This design comes from an exercise in tuning for a short achievable clock period and few clock cycles on the open sky130 flow, not from production work. The RTL was checked by simulation tests, not by an equivalence proof against the original design. Power and IR drop assume default switching activity.

`design/flow/run.sh`:
```
#!/bin/bash
# synth_recipe.tcl (not shown) runs the flow's synth.tcl, then flattens the netlist and writes it again
# the make line also repeats each setting of config.mk as NAME=value (left out here)
make -C /OpenROAD-flow-scripts/flow DESIGN_CONFIG=/design/flow/config.mk WORK_HOME=/design/flow/orfs CLKGATE_MAP_FILE= SYNTH_SCRIPT=/design/flow/synth_recipe.tcl finish
```
`design/flow/config.mk`:
```
export PLATFORM = sky130hd
export DESIGN_NAME = riscv_core
export DESIGN_NICKNAME = riscv_core
export VERILOG_FILES = /design/flow/design.v
export SDC_FILE = /design/flow/constraint.sdc
export NUM_CORES = 4
export LEC_CHECK = 0
export CAP_MARGIN = 20
export CORE_MARGIN = 2
export CORE_UTILIZATION = 40
export SLEW_MARGIN = 20
```
`design/flow/constraint.sdc`:
```
create_clock -name core_clock -period 10.0 [get_ports {clk}]
set_input_delay 2.0000 -clock core_clock [delete_from_list [all_inputs] [get_ports {clk}]]
set_output_delay 2.0000 -clock core_clock [all_outputs]
set_load 0.01 [all_outputs]
```
`design/flow/design.v`:
```
module alu(
    input signed      [31:0] SrcAE,SrcBE,              
    input             [3:0]  ALUControlE,              
    input             [2:0]  funct3E,
    input                    BranchE,
    output signed [31:0]     ALUResult,                
    output reg               branch_condition          
);
   parameter beq = 3'b000;
   parameter bne = 3'b001;
   parameter blt = 3'b100;
   parameter bge = 3'b101;
   parameter bltu = 3'b110;
   parameter bgeu = 3'b111;
   reg [31:0]		  ResultReg;
   wire [31:0]		temp,Sum;
   wire			      V,slt, sltu;
   assign temp = ALUControlE[0] ? ~SrcBE:SrcBE;
   assign Sum = SrcAE + temp + ALUControlE[0]; 
   assign slt = (SrcAE[31] == SrcBE[31]) ? (SrcAE < SrcBE) : SrcAE[31];  
   assign sltu = $unsigned(SrcAE) < $unsigned(SrcBE); 
   always@(*)
     case(ALUControlE)
       4'b0000: ResultReg <= Sum;  
       4'b0001: ResultReg <= Sum;  
       4'b0010: ResultReg <= SrcAE&SrcBE;  
       4'b0011: ResultReg <= SrcAE|SrcBE;  
       4'b0100: ResultReg <= SrcAE^SrcBE;  
       4'b0101: ResultReg <= {31'b0,slt};  
       4'b0110: ResultReg <= {31'b0,sltu};  
       4'b1000: ResultReg <= SrcAE + (SrcBE <<12);  
       4'b1001: ResultReg <= SrcBE <<12;  
       4'b1010: ResultReg <= SrcAE << SrcBE[4:0];  
       4'b1011: ResultReg <= SrcAE >>> SrcBE[4:0];  
       4'b1100: ResultReg <= SrcAE >> SrcBE[4:0];  
       default:  ResultReg <= 32'b0;
     endcase
   always @(*) begin
    if (BranchE == 1'b1) begin
      case (funct3E)
        beq: branch_condition = (SrcAE == SrcBE); 
        bne: branch_condition = (SrcAE != SrcBE);
        blt: branch_condition = (SrcAE < SrcBE);
        bge: branch_condition = (SrcAE >= SrcBE);         
        bltu: branch_condition = sltu;
        bgeu: branch_condition = !sltu;
        default: branch_condition = 0;
      endcase
    end
    else branch_condition = 0;
   end
  assign ALUResult = ResultReg;
endmodule
module Controller (
    input      [6:0] OP,
    input      [2:0] funct3,
    input            funct7b5,
    output           MemWriteD,
    output           ALUSrcD,
    output           RegWriteD,
    output           BranchD,
    output           JumpD,
    output     [1:0] ResultSrcD,
    output reg [3:0] ALUControlD,
    output     [2:0] ImmSrcD
);
    parameter op_LW_SW   = 2'b00 ;
    parameter op_Btype   = 2'b01 ;
    parameter op_R_Itype = 2'b10 ;
    parameter op_Utype   = 2'b11 ;
    reg [11:0] control_signals;
    wire [1:0]   ALUOP;
    always @(*) begin
        case (OP)
            7'b0000011: control_signals = 12'b1_000_1_0_01_0_00_0; 
            7'b0100011: control_signals = 12'b0_001_1_1_00_0_00_0; 
            7'b0110011: control_signals = 12'b1_000_0_0_00_0_10_0; 
            7'b1100011: control_signals = 12'b0_010_0_0_00_1_01_0; 
            7'b0010011: control_signals = 12'b1_000_1_0_00_0_10_0; 
            7'b1101111: control_signals = 12'b1_011_0_0_10_0_00_1; 
            7'b1100111: control_signals = 12'b1_000_1_0_10_0_00_1; 
            7'b0110111: control_signals = 12'b1_100_1_0_00_0_11_0; 
            7'b0010111: control_signals = 12'b1_100_1_0_00_0_11_0; 
            7'b0000000: control_signals = 12'b0_000_0_0_00_0_00_0; 
            default: control_signals = 12'b0_000_0_0_00_0_00_0;
        endcase
    end
    assign {RegWriteD,ImmSrcD,ALUSrcD,MemWriteD,
	   ResultSrcD,BranchD,ALUOP,JumpD} = control_signals;
    wire RtypeSub = funct7b5 & OP[5];  
    always @(*) begin
	    case(ALUOP)
          op_LW_SW:  ALUControlD = 4'b0000;  
          op_Btype:  ALUControlD = 4'b0001;  
          op_R_Itype:  
            case(funct3) 
                3'b000:    
                    if (RtypeSub) ALUControlD = 4'b0001;  
                    else ALUControlD = 4'b0000;  
                3'b001: ALUControlD = 4'b1010;  
                3'b010: ALUControlD = 4'b0101;  
                3'b011: ALUControlD = 4'b0110;  
                3'b100: ALUControlD = 4'b0100;  
                3'b101: 
                    if (funct7b5) ALUControlD = 4'b1011;  
                    else ALUControlD = 4'b1100;  
                3'b110: ALUControlD = 4'b0011;  
                3'b111: ALUControlD = 4'b0010;  
                default: ALUControlD = 4'b0000;
                endcase
            op_Utype:  
                case(OP[5])
                1'b0: ALUControlD = 4'b1000;  
                1'b1: ALUControlD = 4'b1001;  
                default: ALUControlD = 4'b0000;
                endcase
            default: ALUControlD = 4'b0000;
	    endcase
     end
endmodule
module Register_File (
    input             clk,
    input             rst_n,
    input      [4:0]  A1,
    input      [4:0]  A2,
    input      [4:0]  RdW,
    input      [31:0] ResultW,
    input             RegWriteW,
    output  [31:0] RD1,
    output  [31:0] RD2
);
    reg [31:0] Registers[31:0];
    assign RD1 = (A1 == 0) ? 32'd0: (RegWriteW && RdW == A1)? ResultW:Registers[A1];
    assign RD2 = (A2 == 0) ? 32'd0: (RegWriteW && RdW == A2)? ResultW:Registers[A2];
    always @(posedge clk) begin
        if (RegWriteW && (|RdW)) begin     
            Registers[RdW] <= ResultW;
        end
    end
endmodule
module hazard_unit (
    input      [4:0] Rs1E,
    input      [4:0] Rs2E,
    input      [4:0] RdM,
    input      [4:0] RdW,
    input      [4:0] Rs1D,
    input      [4:0] Rs2D,
    input      [4:0] RdE,
    input      [1:0] ResultSrcE,
    input            RegWriteM,
    input            RegWriteW,
    input            PCSrcE,
    output reg       StallF,
    output reg       StallD,
    output reg       FlushE,
    output reg       FlushD,
    output reg [1:0] ForwardAE,
    output reg [1:0] ForwardBE
);
    reg lwStall;
    always @(*) begin
        if (((Rs1E == RdM) && RegWriteM) && (Rs1E != 0) ) begin
            ForwardAE = 2'b10;
        end
        else if ( ((Rs1E == RdW) && RegWriteW) && (Rs1E != 0) ) begin
            ForwardAE = 2'b01;
        end
        else begin
            ForwardAE = 2'b00;
        end
    end
    always @(*) begin
        if (((Rs2E == RdM) && RegWriteM) && (Rs2E != 0) ) begin
            ForwardBE = 2'b10;
        end
        else if ( ((Rs2E == RdW) && RegWriteW) && (Rs2E != 0) ) begin
            ForwardBE = 2'b01;
        end
        else begin
            ForwardBE = 2'b00;
        end
    end
    always @ (*) begin
        lwStall = (ResultSrcE[0] & ((Rs1D == RdE) | (Rs2D == RdE)));
        StallD  = lwStall;
        FlushE  = lwStall | PCSrcE;
        StallF  = lwStall; 
        FlushD  = PCSrcE;
    end
endmodule
module first_register (
    input             clk,
    input             rst_n,
    input             StallD,
    input             FlushD,
    input      [31:0] instr,
    input      [31:0] PCF,
    input      [31:0] PCPlus4F,
    output reg [31:0] instrD, 
    output reg [31:0] PCD,
    output reg [31:0] PCPlus4D
);
    always @(posedge clk) begin
        if (!rst_n) begin
            instrD    <= 32'd0;
            PCD      <= 32'd0;
            PCPlus4D <= 32'd0;
        end
        else if (StallD) begin
            instrD   <= instrD;
            PCD      <= PCD;
            PCPlus4D <= PCPlus4D;
        end
        else if (FlushD) begin
            instrD   <= 32'd0;
            PCD      <= 32'd0;
            PCPlus4D <= 32'd0;
        end
        else begin
            instrD   <= instr;
            PCD      <= PCF;
            PCPlus4D <= PCPlus4F;
        end
    end
endmodule
module Second_register (
    input [31:0]      PCD, 
    input [31:0]      ImmExtD,
    input [31:0]      PCPlus4D,
    input [31:0]      RD1,
    input [31:0]      RD2,
    input [4:0]       RdD,
    input [4:0]       Rs1D,
    input [4:0]       Rs2D,
    input [2:0]       funct3,
    input             rst_n,
    input             clk,
    input             RegWriteD,
    input             MemWriteD,
    input             JumpD,
    input             BranchD,
    input             ALUSrcD,
    input             branch_condition,
    input             FlushE,
    input [1:0]       ResultSrcD,
    input [3:0]       ALUControlD,
    input [2:0]       ImmSrcD,
    output reg        RegWriteE,
    output reg        MemWriteE,
    output reg        JumpE,
    output reg        BranchE,
    output reg        ALUSrcE,
    output            PCSrcE,
    output reg [1:0]  ResultSrcE,
    output reg [3:0]  ALUControlE,
    output reg [31:0] PCE,
    output reg [31:0] ImmExtE,
    output reg [31:0] PCPlus4E,
    output reg [31:0] RD1E,
    output reg [31:0] RD2E,
    output reg [2:0]  funct3E,
    output reg [4:0]  RdE,
    output reg [4:0]  Rs1E,
    output reg [4:0]  Rs2E,
    output reg [2:0]  ImmSrcE
);
    always @(posedge clk) begin
        if (!rst_n) begin
            RegWriteE   <= 0;
            MemWriteE   <= 0;
            JumpE       <= 0;
            BranchE     <= 0;
            ALUSrcE     <= 0;
            ResultSrcE  <= 2'b00;
            ALUControlE <= 4'b0000;
            PCE         <= 32'd0;
            ImmExtE     <= 32'd0;
            PCPlus4E    <= 32'd0;
            RD1E        <= 32'd0;
            RD2E        <= 32'd0;
            funct3E     <= 3'd0;
            RdE         <= 5'd0;
            Rs1E        <= 5'd0;
            Rs2E        <= 5'd0;
            ImmSrcE     <= 3'b0;
        end
        else if (FlushE) begin
            RegWriteE   <= 0;
            MemWriteE   <= 0;
            JumpE       <= 0;
            BranchE     <= 0;
            ALUSrcE     <= 0;
            ResultSrcE  <= 2'b00;
            ALUControlE <= 4'b0000;
            PCE         <= 32'd0;
            ImmExtE     <= 32'd0;
            PCPlus4E    <= 32'd0;
            RD1E        <= 32'd0;
            RD2E        <= 32'd0;
            funct3E     <= 3'd0;
            RdE         <= 5'd0;
            Rs1E        <= 5'd0;
            Rs2E        <= 5'd0;
            ImmSrcE     <= 3'b0;
        end
        else begin
            RegWriteE   <= RegWriteD;
            MemWriteE   <= MemWriteD;
            JumpE       <= JumpD;
            BranchE     <= BranchD;
            ALUSrcE     <= ALUSrcD;
            ResultSrcE  <= ResultSrcD;
            ALUControlE <= ALUControlD;
            PCE         <= PCD;
            ImmExtE     <= ImmExtD;
            PCPlus4E    <= PCPlus4D;
            RD1E        <= RD1;
            RD2E        <= RD2;
            funct3E     <= funct3;
            RdE         <= RdD;
            Rs1E        <= Rs1D;
            Rs2E        <= Rs2D;
            ImmSrcE     <= ImmSrcD;
        end
    end
    assign PCSrcE = (branch_condition && BranchE) || JumpE;
endmodule
module third_register (
    input      [31:0] WriteDataE,
    input      [31:0] ALUResult,
    input      [31:0] PCPlus4E,
    input      [4:0]  RdE,
    input             clk,
    input             rst_n,
    input             RegWriteE,
    input             MemWriteE,
    input      [1:0]  ResultSrcE,
    input      [2:0]  funct3E,
    output reg [31:0] ALUResultM,
    output reg [31:0] WriteDataM,
    output reg [31:0] PCPlus4M,
    output reg [4:0]  RdM,
    output reg        RegWriteM,
    output reg        MemWriteM,
    output reg [1:0]  ResultSrcM,
    output reg [2:0]  funct3M
);
    always @(posedge clk) begin
        if (!rst_n) begin
           RegWriteM  <= 0;
           MemWriteM  <= 0;
           ResultSrcM <= 2'b00;
           ALUResultM <= 32'd0;
           WriteDataM <= 32'd0;
           RdM        <= 5'd0;
           PCPlus4M   <= 32'd0;
           funct3M    <= 3'b0;
        end
        else begin
           RegWriteM  <= RegWriteE;
           MemWriteM  <= MemWriteE;
           ResultSrcM <= ResultSrcE;
           ALUResultM <= ALUResult;
           WriteDataM <= WriteDataE;
           RdM        <= RdE;
           PCPlus4M   <= PCPlus4E;
           funct3M    <= funct3E;
        end
    end
endmodule
module fourth_register (
    input      [31:0] ALUResultM,
    input      [31:0] ReadData,
    input      [31:0] PCPlus4M,
    input      [4:0]  RdM,
    input             rst_n,
    input             clk,
    input             RegWriteM,
    input      [1:0]  ResultSrcM,
    output reg [31:0] ALUResultW,
    output reg [31:0] ReadDataW,
    output reg [31:0] PCPlus4W,
    output reg [4:0]  RdW,
    output reg [1:0]  ResultSrcW,
    output reg        RegWriteW
);
    always @(posedge clk) begin
        if(!rst_n) begin
            ALUResultW <= 32'd0;
            ReadDataW  <= 32'd0;
            PCPlus4W   <= 32'd0;
            RdW        <= 5'd0;
            ResultSrcW <= 2'd0;
            RegWriteW  <= 1'd0; 
        end
        else begin
            ALUResultW <= ALUResultM;
            ReadDataW  <= ReadData;
            PCPlus4W   <= PCPlus4M;
            RdW        <= RdM;
            ResultSrcW <= ResultSrcM;
            RegWriteW  <= RegWriteM; 
        end
    end
endmodule
module datapath (
    input             clk,rst_n,
    input      [31:0] instr,
    input             MemWriteD,
    input             ALUSrcD,
    input             RegWriteD,
    input             BranchD,
    input             JumpD,
    input      [1:0]  ResultSrcD,
    input      [3:0]  ALUControlD,
    input      [2:0]  ImmSrcD,
    input      [31:0] ReadData,
    input             StallF,
    input             StallD,
    input             FlushE,
    input             FlushD,
    input      [1:0]  ForwardAE,
    input      [1:0]  ForwardBE,
    output            MemWriteM,
    output reg [31:0] PCF,
    output     [4:0]  Rs1E,
    output     [4:0]  Rs2E,
    output     [4:0]  RdM,
    output     [4:0]  RdW,
    output     [4:0]  Rs1D,
    output     [4:0]  Rs2D,
    output     [4:0]  RdE,
    output     [1:0]  ResultSrcE,
    output            RegWriteM,
    output            RegWriteW,
    output            PCSrcE,
    output     [31:0] ALUResultM, WriteDataM,
    output     [31:0] instrD,
    output     [2:0]  funct3M
);
    wire [31:0] PCPlus4F,PCPlus4D, PCPlus4E, PCPlus4M, PCPlus4W;
    wire [31:0] PCD, ResultW, RD1, RD2;
    wire        branch_condition;
    wire        RegWriteE,MemWriteE,JumpE,BranchE,ALUSrcE;
    wire [31:0] PCE,ImmExtE, RD1E,RD2E;
    wire [2:0]  funct3E, ImmSrcE;
    wire [31:0] SrcAE,SrcBE,WriteDataE,ALUResult,ALUResultW;
    wire [3:0]  ALUControlE;
    wire [31:0] PCTargetE;
    wire [31:0] ImmExtD;
    wire [1:0]  ResultSrcM;
    wire [31:0] ReadDataW;
    wire [1:0]  ResultSrcW;
    reg  [31:0] ImmExtD_reg;
    assign      PCPlus4F = PCF + 32'd4;
    wire [31:0] FwdAE, FwdM;
    assign      FwdM = ResultSrcM[1] ? PCPlus4M : ALUResultM;
    assign      FwdAE = ForwardAE[1] ? FwdM : (ForwardAE[0] ? ResultW : RD1E);
    assign      PCTargetE = ALUSrcE ? ((FwdAE + ImmExtE) & 32'hFFFF_FFFE) : (PCE + ImmExtE);
    assign      ImmExtD = ImmExtD_reg;
    assign      Rs1D = instrD[19:15];
    assign      Rs2D = instrD[24:20];
    assign      SrcAE = (ImmSrcE == 3'b100) ? PCE : FwdAE;
    assign      WriteDataE = ForwardBE[1] ? FwdM : (ForwardBE[0] ? ResultW : RD2E);
    assign      SrcBE = ALUSrcE ?  ImmExtE:WriteDataE;
    always @(posedge clk) begin 
        if (!rst_n) begin
            PCF <= 32'd0;
        end
        else if(StallF) begin
             PCF <= PCF;   
        end
        else begin
            PCF <= PCSrcE ? PCTargetE : PCPlus4F;
        end
    end 
    first_register first_register_i (.clk(clk),
                                     .rst_n(rst_n),
                                     .StallD(StallD),
                                     .FlushD(FlushD),
                                     .instr(instr),
                                     .PCF(PCF),
                                     .PCPlus4F(PCPlus4F),
                                     .instrD(instrD),
                                     .PCD(PCD),
                                     .PCPlus4D(PCPlus4D)
                                     );
    always @(*) begin
      case(ImmSrcD)
        3'b000: ImmExtD_reg = {{20{instrD[31]}},instrD[31:20]}; 
        3'b001: ImmExtD_reg = {{20{instrD[31]}},instrD[31:25],instrD[11:7]}; 
        3'b010: ImmExtD_reg = {{20{instrD[31]}},instrD[7],instrD[30:25],instrD[11:8],1'b0}; 
        3'b011: ImmExtD_reg = {{12{instrD[31]}},instrD[19:12],instrD[20],instrD[30:21],1'b0}; 
        3'b100: ImmExtD_reg = {{12{instrD[31]}},instrD[31:12]}; 
        default: ImmExtD_reg = 32'b0;
      endcase
	end
    Register_File RF (.clk(clk),
                      .rst_n(rst_n),
                      .A1(instrD[19:15]),
                      .A2(instrD[24:20]),
                      .RdW(RdW),
                      .ResultW(ResultW),
                      .RegWriteW(RegWriteW),
                      .RD1(RD1),
                      .RD2(RD2)
                      );
    Second_register Second_register_i (.PCD(PCD),
                                       .ImmExtD(ImmExtD),
                                       .PCPlus4D(PCPlus4D),
                                       .RD1(RD1),
                                       .RD2(RD2),
                                       .RdD(instrD[11:7]),
                                       .Rs1D(Rs1D),
                                       .Rs2D(Rs2D),
                                       .funct3(instrD[14:12]),
                                       .rst_n(rst_n),
                                       .clk(clk),
                                       .RegWriteD(RegWriteD),
                                       .MemWriteD(MemWriteD),
                                       .JumpD(JumpD),
                                       .BranchD(BranchD),
                                       .ALUSrcD(ALUSrcD),
                                       .branch_condition(branch_condition),
                                       .FlushE(FlushE),
                                       .ResultSrcD(ResultSrcD),
                                       .ALUControlD(ALUControlD),
                                       .ImmSrcD(ImmSrcD),
                                       .RegWriteE(RegWriteE),
                                       .MemWriteE(MemWriteE),
                                       .JumpE(JumpE),
                                       .BranchE(BranchE),
                                       .ALUSrcE(ALUSrcE),
                                       .PCSrcE(PCSrcE),
                                       .ResultSrcE(ResultSrcE),
                                       .ALUControlE(ALUControlE),
                                       .PCE(PCE),
                                       .ImmExtE(ImmExtE),
                                       .PCPlus4E(PCPlus4E),
                                       .RD1E(RD1E),
                                       .RD2E(RD2E),
                                       .funct3E(funct3E),
                                       .RdE(RdE),
                                       .Rs1E(Rs1E),
                                       .Rs2E(Rs2E),
                                       .ImmSrcE(ImmSrcE)
                                       );
    alu alu_i (.SrcAE(SrcAE),
               .SrcBE(SrcBE),
               .ALUControlE(ALUControlE),
               .funct3E(funct3E),
               .BranchE(BranchE),
               .ALUResult(ALUResult),
               .branch_condition(branch_condition)
               );
    third_register third_register_i (.WriteDataE(WriteDataE),
                                     .ALUResult(ALUResult),
                                     .PCPlus4E(PCPlus4E),
                                     .RdE(RdE),
                                     .clk(clk),
                                     .rst_n(rst_n),
                                     .RegWriteE(RegWriteE),
                                     .MemWriteE(MemWriteE),
                                     .ResultSrcE(ResultSrcE),
                                     .funct3E(funct3E),
                                     .ALUResultM(ALUResultM),
                                     .WriteDataM(WriteDataM),
                                     .PCPlus4M(PCPlus4M),
                                     .RdM(RdM),
                                     .RegWriteM(RegWriteM),
                                     .MemWriteM(MemWriteM),
                                     .ResultSrcM(ResultSrcM),
                                     .funct3M(funct3M)
                                     );
    fourth_register fourth_register_i (.ALUResultM(ALUResultM),
                                       .ReadData(ReadData),
                                       .PCPlus4M(PCPlus4M),
                                       .RdM(RdM),
                                       .rst_n(rst_n),
                                       .clk(clk),
                                       .RegWriteM(RegWriteM),
                                       .ResultSrcM(ResultSrcM),
                                       .ALUResultW(ALUResultW),
                                       .ReadDataW(ReadDataW),
                                       .PCPlus4W(PCPlus4W),
                                       .RdW(RdW),
                                       .ResultSrcW(ResultSrcW),
                                       .RegWriteW(RegWriteW)
                                       );
     assign ResultW = ResultSrcW[1] ? PCPlus4W : (ResultSrcW[0] ? ReadDataW : ALUResultW);
endmodule
module riscv_core (
    input         clk,rst_n,
    input  [31:0] instr,  
    input  [31:0] ReadData,  
    output [31:0] PCF,  
    output        MemWriteM,     
    output [31:0] ALUResultM,  
    output [31:0] WriteDataM,  
    output [2:0]  funct3M
);
    wire       MemWriteD, ALUSrcD, RegWriteD,BranchD,JumpD;
    wire [1:0] ResultSrcD;
    wire [2:0] ImmSrcD;
    wire [3:0] ALUControlD;
    wire       StallF,StallD,FlushE,FlushD;
    wire [1:0] ForwardAE,ForwardBE;
    wire [4:0] Rs1E,Rs2E, RdM,RdW,Rs1D,Rs2D,RdE;
    wire [1:0] ResultSrcE;
    wire       RegWriteM, RegWriteW, PCSrcE;
    wire [31:0]instrD;
    Controller Controller_i (.OP(instrD[6:0]),
                             .funct3(instrD[14:12]),
                             .funct7b5(instrD[30]),
                             .MemWriteD(MemWriteD),
                             .ALUSrcD(ALUSrcD),
                             .RegWriteD(RegWriteD),
                             .BranchD(BranchD),
                             .JumpD(JumpD),
                             .ResultSrcD(ResultSrcD),
                             .ALUControlD(ALUControlD),
                             .ImmSrcD(ImmSrcD));
    datapath datapath_i (.clk(clk),
                         .rst_n(rst_n),
                         .instr(instr),
                         .MemWriteD(MemWriteD),
                         .ALUSrcD(ALUSrcD),
                         .RegWriteD(RegWriteD),
                         .BranchD(BranchD),
                         .JumpD(JumpD),
                         .ResultSrcD(ResultSrcD),
                         .ALUControlD(ALUControlD),
                         .ImmSrcD(ImmSrcD),
                         .ReadData(ReadData),
                         .StallF(StallF),
                         .StallD(StallD),
                         .FlushE(FlushE),
                         .FlushD(FlushD),
                         .ForwardAE(ForwardAE),
                         .ForwardBE(ForwardBE), 
                         .MemWriteM(MemWriteM),
                         .PCF(PCF),
                         .Rs1E(Rs1E),
                         .Rs2E(Rs2E),
                         .RdM(RdM),
                         .RdW(RdW),
                         .Rs1D(Rs1D),
                         .Rs2D(Rs2D),
                         .RdE(RdE),
                         .ResultSrcE(ResultSrcE),
                         .RegWriteM(RegWriteM),
                         .RegWriteW(RegWriteW),
                         .PCSrcE(PCSrcE),
                         .ALUResultM(ALUResultM),
                         .WriteDataM(WriteDataM),
                         .instrD(instrD),
                         .funct3M(funct3M));
    hazard_unit hazard_unit_i ( .Rs1E(Rs1E),
                                .Rs2E(Rs2E),
                                .RdM(RdM),
                                .RdW(RdW),
                                .Rs1D(Rs1D),
                                .Rs2D(Rs2D),
                                .RdE(RdE),
                                .ResultSrcE(ResultSrcE),
                                .RegWriteM(RegWriteM),
                                .RegWriteW(RegWriteW),
                                .PCSrcE(PCSrcE),
                                .StallF(StallF),
                                .StallD(StallD),
                                .FlushE(FlushE),
                                .FlushD(FlushD),
                                .ForwardAE(ForwardAE),
                                .ForwardBE(ForwardBE));
endmodule
```
==> impl_results.rst <==
.. list-table::
   :header-rows: 1

   * - Metric
     - Value
   * - Worst setup startpoint
     - datapath_i.fourth_register_i.RdW[2]
   * - Data required, critical path
     - 10.76 ns
   * - Seq cells post-synth
     - between 1.5k and 2k
   * - Sum of buffers and inverters on the critical path
     - 1
   * - Run status
     - no timing/DRC/antenna violations
   * - Number of hold violations in the final report
     - 0
   * - Worst hold endpoint
     - datapath_i.Second_register_i.PCPlus4E[21]
   * - Hold depth
     - 1
   * - Root buffer cell
     - sky130_fd_sc_hd__clkbuf_16
   * - Gpl congestion
     - 1.04
   * - Worst supply voltage drop on vdd
     - 0.000189 V
   * - Insertion delay to the later sink of the worst-skew pair
     - 0.85 ns
   * - Most frequent cells in the layout
     - sky130_fd_sc_hd__edfxtp_1 (1,024), sky130_fd_sc_hd__mux4_2 (640), sky130_fd_sc_hd__dfxtp_1 (501)
   * - Cells traversed along the worst timing path
     - xnor2_1, nand4_1, nor2_4, mux2i_1, a211oi_1, ha_1, nor2b_1, o21ai_0, nand2b_1, a211oi_1, o21ai_0, nor3_1, nand2_1, fa_1, nor4_1, nor3_1, a41o_2, nor3_4, buf_4, a22o_1
   * - Fraction of final layout cells with drive strength greater than 1
     - roughly a fifth
   * - Die extent in y
     - 448 um
   * - Max-slew violations
     - 0
   * - Vias per Instance
     - 6.20
   * - Via count of the first global-routing pass
     - ~54k
   * - Core area
     - between 0.15 and 0.2 mm^2
   * - Setup tns final
     - 0 ns
   * - Number of port buffers
     - roughly 170
   * - Max stage delay on crit path
     - 0.83 ns
   * - Reg clk slew, reported paths
     - 0.06 ns
   * - Post-CTS repair timing setup buffer count
     - 0
   * - Capturing element type of the critical path
     - flop
   * - R2r startpoint
     - datapath_i.fourth_register_i.RdW[2]
   * - Slew at the pin closest to its max-slew limit
     - 1.23 ns
   * - Count of cells along the worst register-to-register path
     - 20
   * - Chip width
     - 448 um
   * - Cts bufs inserted
     - 168
   * - Largest net degree at the start of global routing
     - 120
   * - Overall fraction of global-route tracks in use
     - about 29%
   * - H-tree depth
     - 4
   * - Final setup vio count
     - 0
   * - Top Family by Delay on Critical Path
     - simple AND/OR/NAND/NOR gates
   * - Ratio of final minimum period to clock period
     - 78.0%
   * - Distinct cells, synth
     - around 90
   * - Kind of start point of the critical path
     - flop
   * - Power density normalized to cell area
     - 171 mW/mm^2
   * - Ys async rst share
     - 0%
   * - Worst min-delay path class
     - flop to flop
   * - Full die area
     - 0.201 mm^2
   * - YS warnings
     - 9
   * - CP max-delay cell
     - sky130_fd_sc_hd__nor2_4
   * - Number of top-level pins
     - 166
   * - CTS-repair resized insts
     - 0
   * - Num Clock Sinks
     - 1,540
   * - First-pass GRT wire length
     - 408,000 um
   * - Gate count of the mapped netlist
     - 5,938
   * - Top-area cell type share of the netlist area
     - 38.9%
   * - Maximum operating frequency
     - 128 MHz
   * - Startpoint of the most critical hold path
     - datapath_i.first_register_i.PCPlus4D[21]
   * - Count of antenna-violating nets left after detailed routing
     - 0
   * - Max_slew headroom
     - 15.6%
   * - Lkg Pwr
     - 0.0310 uW
   * - Layout net count
     - 6,337
   * - Routed Wire Length
     - 291,000 um
   * - Count of fill cells added during filler insertion
     - 17.4k
   * - R2R Setup Slk
     - between 2 and 2.5 ns
   * - Max cap viols
     - 0
   * - Detailed placer's ending HPWL
     - around 190,000 um
   * - Synth Cell Area
     - 0.0790 mm^2
   * - DRC violations left
     - 0
   * - Largest area contributor in the synthesized netlist
     - sky130_fd_sc_hd__edfxtp_1
   * - Initial antenna violation count
     - 14
   * - Time the worst path needs with I/O delays and setup
     - 7.80 ns
   * - Number of buffers inserted by hold repair at cts
     - 0
   * - Std cell rows
     - 163
   * - Setup repair after global routing missed its margin
     - no
   * - Top post-synthesis cells by area
     - sky130_fd_sc_hd__edfxtp_1 (39%), sky130_fd_sc_hd__mux4_2 (18%), sky130_fd_sc_hd__dfxtp_1 (13%)
   * - Post-route standard cell area excluding fillers
     - around 0.090 mm^2
   * - Starting density of the core
     - 40.1%
   * - Vias post-DR
     - 54.8k
   * - Sequential fraction of the synthesis area
     - 52.0%
   * - Worst-path maximum fanout
     - 56
   * - TritonCTS clock tree
     - built
   * - Iteration-0 DRC Markers
     - 6,850
   * - Worst setup path category
     - flop to flop
   * - Longest Clk Path Bufs
     - 3
   * - Overflow left after global routing
     - 0
   * - Critical R2R Capture
     - datapath_i.first_register_i.PCD[21]
   * - Commonest non-fill, non-tap cell in the layout
     - sky130_fd_sc_hd__edfxtp_1
   * - Cell area after placement
     - 0.0843 mm^2
   * - Critical path data arrival time
     - ~8.6 ns
   * - Flip-flop cell with the highest count after synthesis
     - sky130_fd_sc_hd__edfxtp_1
   * - Average detailed-routed wire length per instance
     - 32.9 um
   * - Post-Syn Area per Cell
     - 13.3 um^2
   * - Post-synth EDFFs
     - 1,024
   * - Number of detailed-route iterations in the first pass
     - 9
   * - Layout-stage area growth over the synthesis result
     - 13.7%
   * - Worst clock skew on the final layout
     - 0.0721 ns
[cell families (layout without fill, tap and decap cells)]
| kind of cell | Yosys count | after routing | share of synthesized area, % |
|---|---|---|---|
| flops | 1540 | 1540 | 52.0 |
| simple gates | 1381 | 1381 | 8.33 |
| compound gates | 1098 | 1098 | 8.77 |
| mux | 995 | 995 | 22.8 |
| buf+inv | 523 | 749 | 2.57 |
| fa+ha+maj | 211 | 211 | 3.38 |
| xor+xnor | 189 | 189 | 2.10 |
| other cells | 1 | 39 | 0.00475 |
[metal layers]
metal	GRT usage [%]	vias up	routed length, um
met1	35.8	28000	108000
met3	5.52	753	23900
li1	-	23200	-
met4	19.0	12	22100
met2	45.4	2824	136000
met5	0	-	90
[sequential cells by signal (all words and copies together), names as in the netlist, 5 cells and up]
register	flops
datapath_i.third_register_i.ALUResultM	32
datapath_i.fourth_register_i.ReadDataW	32
datapath_i.RF.Registers	1024
datapath_i.third_register_i.PCPlus4M	32
datapath_i.Second_register_i.RD2E	32
datapath_i.first_register_i.PCD	30
datapath_i.first_register_i.instrD	32
datapath_i.Second_register_i.RdE	5
datapath_i.fourth_register_i.ALUResultW	32
datapath_i.fourth_register_i.PCPlus4W	32
datapath_i.third_register_i.RdM	5
datapath_i.Second_register_i.PCE	30
datapath_i.Second_register_i.ImmExtE	21
datapath_i.PCF	32
datapath_i.third_register_i.WriteDataM	32
datapath_i.first_register_i.PCPlus4D	32
datapath_i.Second_register_i.PCPlus4E	32
datapath_i.Second_register_i.RD1E	32
datapath_i.Second_register_i.Rs2E	5
datapath_i.Second_register_i.Rs1E	5
datapath_i.fourth_register_i.RdW	5
[report_power, final]
group | switching [uW] | total (uW) | internal, uW
combinational | 1310 | 2140 | 825
sequential | 181 | 7110 | 6930
clock | 2670 | 6140 | 3470
[synth_stat cells (all sizes together) (124+ instances only)]
library cell and number:
edfxtp 1024, mux4 640, dfxtp 516, nor2 461
a21oi 378, nand2 308, mux2i 302, clkbuf 294
and2 248, o21ai 231, ha 203, xnor2 136
buf 124
[stage by stage]
| stage | power (uW) | worst slack, ns | instances | hold WS, ns | utilization [%] |
|---|---|---|---|---|---|
| after global placement | 9320 | 2.38 | 8532 | 0.430 | 42.8 |
| after CTS | 15400 | 2.33 | 8834 | 0.436 | 45.6 |
| after floorplan | 8460 | 3.07 | 5969 | 0.412 | - |
| after global routing | 15800 | 1.64 | 8836 | 0.448 | 45.6 |
| final | 15400 | 2.20 | 8842 | 0.428 | 45.6 |
| after detailed placement | 9320 | 2.34 | 8532 | 0.425 | 42.9 |
[how the worst max path moves through the flow]
stage	to	slack [ns]	depth (start not counted)
global placement	datapath_i.first_register_i.PCD[29]	2.38	21
floorplan	datapath_i.first_register_i.instrD[17]	3.07	30
global route	datapath_i.first_register_i.PCD[23]	1.64	21
detailed placement	datapath_i.first_register_i.PCD[24]	2.34	21
finish	datapath_i.first_register_i.PCD[21]	2.20	20
CTS	datapath_i.first_register_i.PCD[15]	2.33	21
[final cells by class]
cell class              count  area, um^2  share of cell area, %
repair buffers            342        3040                   3.38
clock buffers             223        4570                   5.09
multi-input cells        3906       36500                   40.6
inverters                 105         394                  0.439
well taps                2640        3300                   3.68
clock inverters            79         832                  0.927
diodes                      7        17.5                 0.0195
flip-flops and latches   1540       41100                   45.8
Testbench counts, summed over its fixed seeds: cycles 123,150.

static timing again, ports no longer ideal:
In the flow no input, the clock included, has a driving cell. The finished layout below was timed again as built, in two steps. Step 1, drivers: a clkbuf_16 drives clk and a buf_2 each remaining input, both assumed. Step 2 also shifts input and output timing later by t, the mid clock arrival at the registers, as if the neighbouring blocks saw the same clock. a / b / c = ideal ports / drivers / drivers and shift; a / b = the first two.
shift t [ns]: 0.897
slack for setup (ns): 2.203 / 2.203 / 2.203
worst register clock-pin slew, ns: 0.06 / 0.06
worst slew at a driven data input, ns: 0.07
After both steps this run still meets setup and hold. For this run, drivers alone change the setup slack by 0.000 ns; drivers and shift together by 0.000 ns.
